This design comes from an exercise in tuning for small area on the open sky130 flow, not from production work. The RTL was checked by simulation tests, not by an equivalence proof against the original design. Power figures rest on the tool's default switching activity, not on a simulated workload.

run 1:
## poly_top
module poly_top #(
	parameter a = 2,
	parameter b = 4,
	parameter c = 6,
	parameter data_width = 32
)
(
	input wire clk,rst,
	input wire [data_width-1:0] x,
	input wire in_valid,
	output wire [data_width-1:0] y,
	output wire out_valid,
	output wire [1:0] state
);
clock: 9.0 ns
lec_check: 0
cap_margin: 10
core_margin: 2
core_utilization: 86
cts_buf_list: sky130_fd_sc_hd__clkbuf_8
cts_cluster_size: 20
slew_margin: 10
synth_hierarchical: 1
synth_minimum_keep_size: 0
standard.sh (not shown) runs the stock make flow with config.mk's settings and CLKGATE_MAP_FILE= SYNTH_SCRIPT=/design/flow/synth_recipe.tcl, a recipe that flattens the netlist after the stock synthesis.
==> flow/flow/run.sh <==
#!/bin/bash
# The standard layout (standard.sh, with the standard synthesis) with these changes:
# - after floorplan, every cell is set to its lowest drive strength (downsize.tcl);
#   timing repair upsizes the cells that need it;
# - global placement keeps none of its timing-driven buffering (GPL_KEEP_OVERFLOW=0);
# - power recovery downsizes cells with slack to spare after global routing;
# - the port buffers use the smallest buffer cell;
# - clock tree synthesis uses clkbuf_8 and adds no dummy loads.
# Each make run's full output goes to its own log file here.
set -euo pipefail
bash standard.sh synth > synth.log 2>&1
bash standard.sh \
	"POST_FLOORPLAN_TCL=$PWD/flow/downsize.tcl" \
	"GPL_KEEP_OVERFLOW=0" "RECOVER_POWER=100" \
	"BUFFER_PORTS_ARGS=-buffer_cell sky130_fd_sc_hd__buf_1" \
	"CTS_ARGS=-repair_clock_nets -buf_list sky130_fd_sc_hd__clkbuf_8 -dont_use_dummy_load" \
	finish > layout.log 2>&1
==> flow/flow/downsize.tcl <==
# Before placement, give every cell the lowest drive strength of its kind
# (name ending _1); timing repair later upsizes the cells that need it.
set n 0
foreach inst [get_cells *] {
  set master [get_property $inst ref_name]
  if { [regexp {^(sky130_fd_sc_hd__\w+)_([0-9]+)$} $master -> base drive] && $drive > 1 } {
    set target ${base}_1
    if { [llength [get_lib_cells -quiet $target]] > 0 } {
      replace_cell $inst $target
      incr n
    }
  }
}
puts "downsize.tcl: $n cells set to drive strength 1"
Every stage of the flow completed for run 1, and the final layout passed the timing, design-rule and antenna checks.
[inputs] run 2 vs run 1
--- a/flow/flow/run.sh
+++ b/flow/flow/run.sh
@@ -15,3 +15,3 @@
 	"BUFFER_PORTS_ARGS=-buffer_cell sky130_fd_sc_hd__buf_1" \
-	"CTS_ARGS=-repair_clock_nets -buf_list sky130_fd_sc_hd__clkbuf_8 -dont_use_dummy_load" \
+	"CTS_ARGS=-sink_clustering_enable -repair_clock_nets -sink_clustering_size 32 -sink_clustering_max_diameter 150 -sink_clustering_levels 1 -buf_list sky130_fd_sc_hd__clkbuf_8 -dont_use_dummy_load" \
 	finish > layout.log 2>&1
==> comparison <==
[compare] base=run 1 new=run 2: met3 routed wirelength closely matched the old numbers; via count of the first global-routing pass closely matched the old numbers; sum of routed wire length over all layers closely matched the old numbers; setup slack on the worst flop-to-flop path closely matched the old numbers; synthesized area per cell closely matched the old numbers.
Here is what was changed in the inputs of run 3 compared with run 2.
- CAP_MARGIN: 10 -> 5
- SLEW_MARGIN: 10 -> 5
- CORE_UTILIZATION: 86 -> 80
--- a/flow/flow/run.sh
+++ b/flow/flow/run.sh
@@ -15,3 +15,3 @@
 	"BUFFER_PORTS_ARGS=-buffer_cell sky130_fd_sc_hd__buf_1" \
-	"CTS_ARGS=-sink_clustering_enable -repair_clock_nets -sink_clustering_size 32 -sink_clustering_max_diameter 150 -sink_clustering_levels 1 -buf_list sky130_fd_sc_hd__clkbuf_8 -dont_use_dummy_load" \
+	"CTS_ARGS=-sink_clustering_enable -repair_clock_nets -sink_clustering_size 20 -buf_list sky130_fd_sc_hd__clkbuf_8 -dont_use_dummy_load" \
 	finish > layout.log 2>&1
==> run notes <==
Setup slack in run 3 is larger than in run 2. Between run 2 and run 3, the combinational group power is lower for run 3. Largest vdd supply drop ended up 40% higher on run 3 than on run 2. In run 3, the global-route usage came out 5.2 points below the value in run 2. The switching share of power in run 3 was lower than what run 2 gave. Switching power of the nets in run 3 vs run 2: down 4.5%. In the flow results for run 2 and run 3, the hold slack is smaller on run 3. Sequential share of layout area across run 2 and run 3: no real change. Number of global-route vias before repair in run 3 is 293 below run 2.
> inputs changed (run 3 -> run 4)
- CAP_MARGIN: 5 -> 10
- CORE_UTILIZATION: 80 -> 86
- SLEW_MARGIN: 5 -> 10
==> run notes <==
- Going from run 3 to run 4, count of placed standard cells including taps -about 0.45%, sequential cell area share comparable, worst path required time climbed 0.02 ns, global-route wire length before repair increased about 4.7%, reg2reg setup slack now smaller.
Setup changes, run 4 to run 5
- a change of CORE_UTILIZATION from 86 to 72
### Flow results
Reported for run 5 and run 4, number of H-tree levels turned out identical to the last digit. Compared with run 4, non-filler instance count after layout in run 5 increased by a few percent. Run 5 ended up with sky130_fd_sc_hd__inv_1 as its slowest stage cell on the critical path; run 4 ended up with sky130_fd_sc_hd__dfxtp_1. Run 5: done, clean on timing, DRC and antenna. Highest attainable clock frequency ended up about 0.7% lower on run 5 than on run 4. On run 5: initial core utilization is 15 points lower than what run 4 gave. Measured against each other, run 5 and run 4 differ in global-route usage, the higher figure coming from run 4. On total vias in the final route: between run 5 and run 4, it ends up lower for run 5. Hold-fix buffer count after cts came out exactly the same in run 5 and run 4.

re-timing with driven ports:
How much do the figures lean on ideal ports? The routed layouts below were timed once more, with nothing changed but the port constraints.
Step 1 (the two cells are an assumption about what drives the block):
set clk [get_ports {clk}]
set_driving_cell -lib_cell sky130_fd_sc_hd__clkbuf_16 $clk
set_driving_cell -lib_cell sky130_fd_sc_hd__buf_2 [delete_from_list [all_inputs] $clk]
Step 2 adds t to the input delays and takes it off the output delays; t is the mean of the earliest and latest rising clock arrival at the registers after step 1. Input paths then give back, and output paths get back, about the clock's delay inside the block.
Slacks: ideal / step 1 / step 2; pairs: ideal / step 1.
run | t, ns | setup slack, ns | slew at the worst register clock pin (ns)
run 1 | 0.384 | 0.461 / 0.461 / 0.461 | 0.10 / 0.10
run 2 | 0.384 | 0.461 / 0.461 / 0.461 | 0.10 / 0.10
run 3 | 0.387 | 0.517 / 0.517 / 0.517 | 0.10 / 0.10
run 4 | 0.384 | 0.461 / 0.461 / 0.461 | 0.10 / 0.10
run 5 | 0.386 | 0.403 / 0.403 / 0.403 | 0.11 / 0.11
After both steps every run listed still meets setup and hold.
